Background: an optimization exercise with open tools, aiming at small area, a short achievable clock period and few clock cycles per item. Do not read the settings as production practice.
At most, simulation tests tie the RTL to the original design; equivalence was not proved.

## run 2
// magma_enc
module magma_enc(
    input  clk,
    input  rst,
    input  start,
    input  [255:0] key,
    input  [63:0] block_in,
    output ready,
    output reg valid,
    output [31:0] data,
    output [31:0] data_out
);
==> module magma_enc, before the edit <==
module magma_enc(
    input  clk,
    input  rst,
    input  start,
    input  [255:0] key,
    input  [63:0] block_in,
    output ready,
    output reg valid,
    output [31:0] data,
    output [31:0] data_out
);
localparam [511:0] SB0 = 512'h1f307d8e9b5a264cf0db74e1c5a93286069c471edaf2853bb9e35a076f4d128cc24be390d618a5f70e34187bac296fd573ad0b4fc19652e82bc96af43850de71;
localparam [511:0] SB1 = 512'hc1f307d8e9b5a2646f0db74e1c5a9328b069c471edaf2853cb9e35a076f4d1287c24be390d618a5f50e34187bac296fd873ad0b4fc19652e12bc96af43850de7;
reg [31:0] kr0, kr1, kr2, kr3, kr4, kr5, kr6, kr7;
reg [31:0] rk;
reg [31:0] a1, a0;
reg [4:0]  cnt;
reg        busy;
assign ready = !busy;
assign data_out = a0;
assign data     = a1;
wire [7:0]  gen, prop;
wire [31:0] t0, t1;
genvar n;
generate
    for (n = 0; n < 8; n = n + 1) begin : nib
        wire [3:0] x = a0[4*n+3:4*n];
        wire [3:0] k = rk[4*n+3:4*n];
        wire [3:0] gg = x & k;
        wire [3:0] tt = x | k;
        wire [3:0] pp = x ^ k;
        wire [3:0] s;
        assign s[0]  = pp[0];
        assign s[1]  = pp[1] ^ gg[0];
        assign s[2]  = pp[2] ^ (gg[1] | tt[1] & x[0] & k[0]);
        assign s[3]  = pp[3] ^ (gg[2] | tt[2] & x[1] & k[1] | tt[2] & tt[1] & x[0] & k[0]);
        assign gen[n]  = gg[3] | tt[3] & gg[2] | tt[3] & tt[2] & gg[1] | tt[3] & tt[2] & tt[1] & gg[0];
        assign prop[n] = gg[3] | tt[3] & gg[2] | tt[3] & tt[2] & gg[1] | tt[3] & tt[2] & tt[1] & tt[0];
        wire [63:0] row  = SB0[64*(7-n) +: 64];
        wire [63:0] row1 = SB1[64*(7-n) +: 64];
        assign t0[4*n+3:4*n] = row[4*s +: 4];
        assign t1[4*n+3:4*n] = row1[4*s +: 4];
    end
endgenerate
wire [7:0] cin;
assign cin[0] = 1'b0;
generate
    for (n = 1; n < 8; n = n + 1) begin : cy
        wire [n-1:0] term;
        genvar j;
        for (j = 0; j < n; j = j + 1) begin : tm
            if (j == n - 1) begin : last
                assign term[j] = gen[j];
            end else begin : mid
                assign term[j] = gen[j] & (&prop[n-1:j+1]);
            end
        end
        assign cin[n] = |term;
    end
endgenerate
wire [31:0] a1r = {a1[10:0], a1[31:11]};
wire [31:0] blr = {block_in[10:0], block_in[31:11]};
wire [31:0] v0 = busy ? (a1r ^ t0) : blr;
wire [31:0] v1 = busy ? (a1r ^ t1) : blr;
wire [31:0] sbx;
generate
    for (n = 0; n < 8; n = n + 1) begin : sel
        assign sbx[4*n+3:4*n] = cin[n] ? v1[4*n+3:4*n] : v0[4*n+3:4*n];
    end
endgenerate
wire [31:0] a0_next = {sbx[20:0], sbx[31:21]};
wire [4:0] cnt_n = busy ? cnt + 5'd1 : 5'd0;
reg  [4:0] rksel;
always @(posedge clk) begin
    rksel[4] <= cnt_n < 5'd23;
    rksel[3] <= cnt_n >= 5'd23 && cnt_n[1:0] == 2'd3;    
    rksel[2] <= cnt_n >= 5'd23 && cnt_n[1:0] == 2'd0;    
    rksel[1] <= cnt_n >= 5'd23 && cnt_n[1:0] == 2'd1;    
    rksel[0] <= cnt_n >= 5'd23 && cnt_n[1:0] == 2'd2;    
end
wire [31:0] rk_next = kr1 & {32{rksel[4]}} | kr0 & {32{rksel[3]}} | kr6 & {32{rksel[2]}}
                    | kr4 & {32{rksel[1]}} | kr2 & {32{rksel[0]}};
always @(posedge clk) begin
    if (!busy) begin
        kr0 <= key[255:224];
        kr1 <= key[223:192];
        kr2 <= key[191:160];
        kr3 <= key[159:128];
        kr4 <= key[127:96];
        kr5 <= key[95:64];
        kr6 <= key[63:32];
        kr7 <= key[31:0];
        rk  <= key[255:224];
        a1  <= block_in[63:32];
        cnt <= 5'd0;
    end else begin
        kr0 <= kr1;
        kr1 <= kr2;
        kr2 <= kr3;
        kr3 <= kr4;
        kr4 <= kr5;
        kr5 <= kr6;
        kr6 <= kr7;
        kr7 <= kr0;
        rk  <= rk_next;
        a1  <= a0;
        cnt <= cnt + 5'd1;
    end
end
always @(posedge clk) begin
    a0 <= a0_next;
end
always @(posedge clk) begin
    if (rst) begin
        busy  <= 1'b0;
        valid <= 1'b0;
    end else begin
        valid <= busy && (cnt == 5'd31);
        if (!busy)
            busy <= start;
        else if (cnt == 5'd31)
            busy <= 1'b0;
    end
end
endmodule
==> flow/config.mk <==
export PLATFORM = sky130hd
export DESIGN_NAME = magma_enc
export DESIGN_NICKNAME = magma_enc
export VERILOG_FILES = /design/flow/design.v
export SDC_FILE = /design/flow/constraint.sdc
export NUM_CORES = 4
export LEC_CHECK = 0
export ABC_AREA = 1
export CAP_MARGIN = 20
export CORE_MARGIN = 2
export CORE_UTILIZATION = 55
export CTS_CLUSTER_DIAMETER = 100
export CTS_CLUSTER_SIZE = 24
export PLACE_DENSITY = 0.7
export SETUP_SLACK_MARGIN = 3.7
export SLEW_MARGIN = 20
==> flow/constraint.sdc <==
create_clock -name core_clock -period 6.0 [get_ports {clk}]
set_input_delay 1.2000 -clock core_clock [delete_from_list [all_inputs] [get_ports {clk}]]
set_output_delay 1.2000 -clock core_clock [all_outputs]
set_load 0.01 [all_outputs]
standard.sh (not shown) runs the stock make flow with config.mk's settings and CLKGATE_MAP_FILE= SYNTH_SCRIPT=/design/flow/synth_recipe.tcl, a recipe that flattens the netlist after the stock synthesis.
==> flow/flow/run.sh <==
#!/bin/bash
cp standard.sh standard_sh.txt
export BUFFER_PORTS_ARGS="-buffer_cell sky130_fd_sc_hd__buf_1"
bash standard.sh > standard.log 2>&1
What run 1 does differently from run 2 at the input level:
--- a/flow/design.v
+++ b/flow/design.v
@@ -61,24 +61,25 @@
 wire [31:0] a1r = {a1[10:0], a1[31:11]};
 wire [31:0] blr = {block_in[10:0], block_in[31:11]};
-wire [31:0] v0 = busy ? (a1r ^ t0) : blr;
-wire [31:0] v1 = busy ? (a1r ^ t1) : blr;
+wire [31:0] v0 = a1r ^ t0;
+wire [31:0] v1 = a1r ^ t1;
 wire [31:0] sbx;
 generate
     for (n = 0; n < 8; n = n + 1) begin : sel
-        assign sbx[4*n+3:4*n] = cin[n] ? v1[4*n+3:4*n] : v0[4*n+3:4*n];
+        assign sbx[4*n+3:4*n] = !busy ? blr[4*n+3:4*n] : cin[n] ? v1[4*n+3:4*n] : v0[4*n+3:4*n];
     end
 endgenerate
 wire [31:0] a0_next = {sbx[20:0], sbx[31:21]};
-wire [4:0] cnt_n = busy ? cnt + 5'd1 : 5'd0;
-reg  [4:0] rksel;
-always @(posedge clk) begin
-    rksel[4] <= cnt_n < 5'd23;
-    rksel[3] <= cnt_n >= 5'd23 && cnt_n[1:0] == 2'd3;    
-    rksel[2] <= cnt_n >= 5'd23 && cnt_n[1:0] == 2'd0;    
-    rksel[1] <= cnt_n >= 5'd23 && cnt_n[1:0] == 2'd1;    
-    rksel[0] <= cnt_n >= 5'd23 && cnt_n[1:0] == 2'd2;    
+reg [31:0] rk_next;
+always @(*) begin
+    if (cnt < 5'd23)
+        rk_next = kr1;
+    else
+        case (cnt[1:0])
+            2'd3: rk_next = kr0;    
+            2'd0: rk_next = kr6;    
+            2'd1: rk_next = kr4;    
+            default: rk_next = kr2;  
+        endcase
 end
-wire [31:0] rk_next = kr1 & {32{rksel[4]}} | kr0 & {32{rksel[3]}} | kr6 & {32{rksel[2]}}
-                    | kr4 & {32{rksel[1]}} | kr2 & {32{rksel[0]}};
 always @(posedge clk) begin
     if (!busy) begin
Findings:
On via count, run 1 and run 2 are neck and neck. Iteration count of the initial detailed-routing pass delta for run 1 relative to run 2: 3 higher. For the relative area change from synthesis to final layout, run 1 came in 0.83 points higher than run 2 did. Diff run 2 -> run 1 | final sequential cell count | decrease of about 1.4%. The run with more routed wire is run 1, not run 2. Between run 1 and run 2, the number of vias per cell figures differ only marginally. Compared with run 2, run 1 improves upper clock frequency limit. Post-place instance area went down slightly going from run 2 to run 1. In run 1, slew at the pin with the worst max-slew slack is higher than in run 2. Comparing run 1 and run 2, post-route minimum period is lower on run 1. Number of placed instances with taps included: run 2 vs run 1, no meaningful difference.
Testbench counts of run 1, summed over its fixed seeds: cycles 25,344, items 768.
The RTL of run 2 was laid out without a check of its function.

-- what the ideal ports hide --
The results above use ideal ports. As a check the final layouts listed here were re-extracted and re-timed, cells and wires unchanged. Step 1 assumes that a clkbuf_16 drives the clock port and a buf_2 every other input. Step 2, shift: input delay + t, output delay - t, t = (earliest + latest rising clock arrival at the registers) / 2. This alone moves slack from input paths to output paths. Slacks: no drivers / after step 1 / after step 2; pairs: no drivers / after step 1.
| run | shift t [ns] | setup slack, ns | worst setup path at the end | worst slew at a driven data input, ns | pins driven straight from the clock port |
|---|---|---|---|---|---|
| run 2 | 0.576 | 3.608 / 3.554 / 3.833 | register to register | 0.09 | 1 |
| run 1 | 0.577 | 3.685 / 3.635 / 3.838 | register to register | 0.09 | 1 |
After both steps every run listed still meets setup and hold.
